Background: an optimization exercise with open tools, aiming at small area, a short achievable clock period and few clock cycles. Do not read the settings as production practice.
Where RTL was checked, it was by simulation tests only, not by an equivalence proof against the original.
Power and IR drop assume default switching activity.

==> amber: inputs <==
## ARM
module ARM(clk, rst, inst_addr, inst_data, data_addr, data_wdata, data_we, data_re, data_rdata);
clock: 20.0 ns
lec_check: 0
cap_margin: 20
core_margin: 2
core_utilization: 40
slew_margin: 20
synth_hierarchical: 1
standard.sh (not shown) runs the stock make flow with config.mk's settings and CLKGATE_MAP_FILE= SYNTH_SCRIPT=/design/flow/synth_recipe.tcl, a recipe that flattens the netlist after the stock synthesis.
==> flow/flow/run.sh <==
#!/bin/bash
set -euo pipefail
KNOBS=()
while IFS= read -r line; do
  [[ -z "$line" || "$line" == \#* ]] && continue
  KNOBS+=("$line")
done < flow/knobs.txt
bash standard.sh "${KNOBS[@]}" finish > standard_flow.log 2>&1
==> flow/flow/knobs.txt <==
SETUP_SLACK_MARGIN=14
==> onyx: changes against amber <==
--- a/flow/design.v
+++ b/flow/design.v
@@ -151,23 +151,22 @@
     wire exec    = e_v & cond_ok & ~stall;
     wire setf    = exec & is_dp & S;
     wire e_wr    = exec & (dp_wb | is_ld);
     wire mispred = e_v & is_br & (cond_ok != e_pred);
     wire [31:0] e_off = {{6{ir[23]}}, ir[23:0], 2'b00};
-    wire [31:0] e_fix = pc + (e_off ^ {32{e_pred}}) + {31'd0, e_pred};
+    wire [31:0] e_fix = pc + (stall ? 32'hFFFFFFFC : (e_off ^ {32{e_pred}})) + {31'd0, e_pred & ~stall};
+    wire redirect = mispred | stall;
     wire [21:0] pc_hi    = pc[31:10];
     wire [21:0] pc_hi_p1 = pc_hi + 22'd1;
-    wire [21:0] pc_hi_m1 = pc_hi - 22'd1;
     wire [8:0]  lo_inc   = {1'b0, pc[9:2]} + 9'd1;
     wire [31:0] seq      = {lo_inc[8] ? pc_hi_p1 : pc_hi, lo_inc[7:0], 2'b00};
     wire [8:0]  lo_tgt;
     add8p1 tgt_add(.a(pc[9:2]), .b(inst_data[7:0]), .s(lo_tgt[7:0]), .co(lo_tgt[8]));
     wire f_off_pos = ~|inst_data[23:8];
     wire f_off_neg = &inst_data[23:8];
-    wire [21:0] hi_tgt = f_off_neg ? (lo_tgt[8] ? pc_hi : pc_hi_m1) : (lo_tgt[8] ? pc_hi_p1 : pc_hi);
-    wire [31:0] tgt = {hi_tgt, lo_tgt[7:0], 2'b00};
-    wire [31:0] nx = stall ? ir : inst_data;
+    wire f_near = ~lo_inc[8] & ((f_off_pos & ~lo_tgt[8]) | (f_off_neg & lo_tgt[8]));
+    wire [31:0] nx = inst_data;
     wire nx_st = nx[27:26] == 2'b01 && !nx[20];
     wire [3:0] nx_a = nx[19:16];
     wire [3:0] nx_b = nx_st ? nx[15:12] : nx[3:0];
     wire [14:0] rv_n = rv | we;
     wire [15:0] rv16 = {1'b1, rv_n};
@@ -186,13 +185,13 @@
             ok_f[c] = f_pend ? (c == 14) : cond_pass(c, fZ, fC, fN, fV);
             ok_b[c] = f_pend ? (c != 15) : cond_pass(c, fZ, fC, fN, fV);
         end
     wire f_taken;
     pick_taken pt(.ok_f(ok_f), .ok_b(ok_b), .cond(f_cond), .back(inst_data[23]), .br(f_br),
-                  .near(f_off_pos | f_off_neg), .taken(f_taken));
-    wire [31:0] pc_other = mispred ? e_fix : stall ? pc : seq;
-    wire f_follow = f_taken & ~mispred & ~stall;
+                  .near(f_near), .taken(f_taken));
+    wire [31:0] pc_other = redirect ? e_fix : seq;
+    wire f_follow = f_taken & ~redirect;
     assign inst_addr  = pc;
     assign data_addr  = m_res;
     assign data_wdata = m_wd;
     assign data_we    = m_st;
     assign data_re    = m_ld;
@@ -203,13 +202,13 @@
             e_v <= 1'b0;
             fZr <= 1'b0; zsel <= 1'b0; fC <= 1'b0; fN <= 1'b0; fV <= 1'b0;
             m_wb <= 1'b0; m_ld <= 1'b0; m_st <= 1'b0;
             rv <= 15'd0;
         end else begin
-            pc <= f_follow ? tgt : pc_other;
-            if (mispred) e_v <= 1'b0;
-            else if (!stall) e_v <= 1'b1;
+            pc[31:10] <= pc_other[31:10];
+            pc[9:0]   <= f_follow ? {lo_tgt[7:0], 2'b00} : pc_other[9:0];
+            e_v <= ~redirect;
             if (setf) begin
                 zsel <= 1'b1; fC <= nC; fN <= nN; fV <= nV;
             end else if (zsel) begin
                 zsel <= 1'b0; fZr <= ~|m_res;
             end
@@ -218,14 +217,12 @@
             m_st <= exec & is_st;
             rv <= rv_n;
         end
     end
     always @(posedge clk) begin
-        if (!stall) begin
-            ir  <= inst_data;
-            e_pred <= f_taken;
-        end
+        ir  <= inst_data;
+        e_pred <= f_taken;
         ra2 <= nx_b;
         ramt <= nx_ramt;
         for (k = 0; k < 15; k = k + 1) begin
             sa_rf[k] <= (nx_a == k) & rv_n[k] & ~fw_a;
             sb_rf[k] <= (nx_b == k) & rv_n[k] & ~fw_b & ~nx_imm;
==> flow/flow/knobs.txt (replaced) <==
SETUP_SLACK_MARGIN=13.7
BUFFER_PORTS_ARGS=-buffer_cell sky130_fd_sc_hd__buf_2
CTS_BUF_LIST = sky130_fd_sc_hd__clkbuf_8   (was unset)
==> results.txt <==
amber produced a clean layout. onyx completed with no timing, DRC or antenna violations.
In amber the die area is larger than in onyx, by about 5.6%.
Against onyx, the final cell count of amber is larger by about 10%.
Between amber and onyx, the lower global-route usage is in onyx (gap 1.5 points).
Of onyx and amber, amber has the higher first-iteration DRC count (gap 22%, measured against amber).
Of amber and onyx, amber has the higher wire length (gap 14%, measured against onyx).
Of onyx and amber, amber has the higher register-to-register slack (gap 0.16 ns).
Clock skew: amber is lower than onyx (0.013 ns).
In onyx the synthesized area is lower than in amber, by 5.3%.
Combinational power: amber is higher than onyx (27%).
Of amber and onyx, amber has the higher core utilization (gap 3.5 points).
==> figures <==
quantity	onyx	amber
Met2 Track Usage GR	50.0%	51.2%
Number of iterations in the first detailed-routing pass	10	8
Share of the core filled with cells	45.9%	49.4%
Met3 routing resource usage after global routing	11.8%	14.2%
Cells resized by post-CTS repair	9	240
Critical path capture point	fV	pc[26]
Share of total power in the clock network	30.0%	30.1%
Critical setup path kind	reg2reg	in2reg
Number of distinct library cell variants in the gate-level netlist after synthesis	95	102
First-pass GRT wire length	237 mm	260 mm
Ratio of cells with drive above 1 in the final layout	19.3%	19.6%
Outcome	timing/DRC/antenna clean	timing/DRC/antenna clean
Area of placed instances	40700 um^2	43700 um^2
Multi-input combinational cell count	2388	2747
Share of synthesized area spent on multiplexers	6.63%	6.44%
Kind of start point of the critical path	flip-flop	input pin
Parity-gate share of the synthesized area counting xor and xnor cells	3.87%	3.40%
Worst Hold Slack	0.484 ns	0.505 ns
Clock buffer instance count of the final layout	146	100
Worst-path cell with the longest stage delay	mux4_2	or4_4
Wire length on met1	61.3 mm	69.1 mm
Combined area of the multi-input logic cells	18200 um^2	20800 um^2
Testbench counts of onyx, summed over its fixed seeds: cycles 82,314.
Only the layout flow was run in amber; the RTL was not checked for function there.

[what the ideal ports hide]
The flow's constraints put no driver on any port. The routed layouts listed below were extracted and timed again, unchanged, in two steps.
Step 1, drivers: a clkbuf_16 drives clk and a buf_2 each remaining input, both assumed.
Step 2 times the ports against the registers' clock, not the clock port: input delays grow and output delays shrink by t, the midpoint of the rising clock arrivals with the driver on.
Three values: ideal ports, drivers, drivers and shift; two values: the first two.
run | t, ns | setup slack, ns | slew at the worst register clock pin (ns)
amber | 0.740 | 13.908 / 13.904 / 13.164 | 0.07 / 0.07
onyx | 0.879 | 13.839 / 13.827 / 13.239 | 0.08 / 0.08
After both steps every run listed still meets setup and hold. For amber, which loses most, drivers alone change the setup slack by -0.004 ns; drivers and shift together by -0.744 ns.
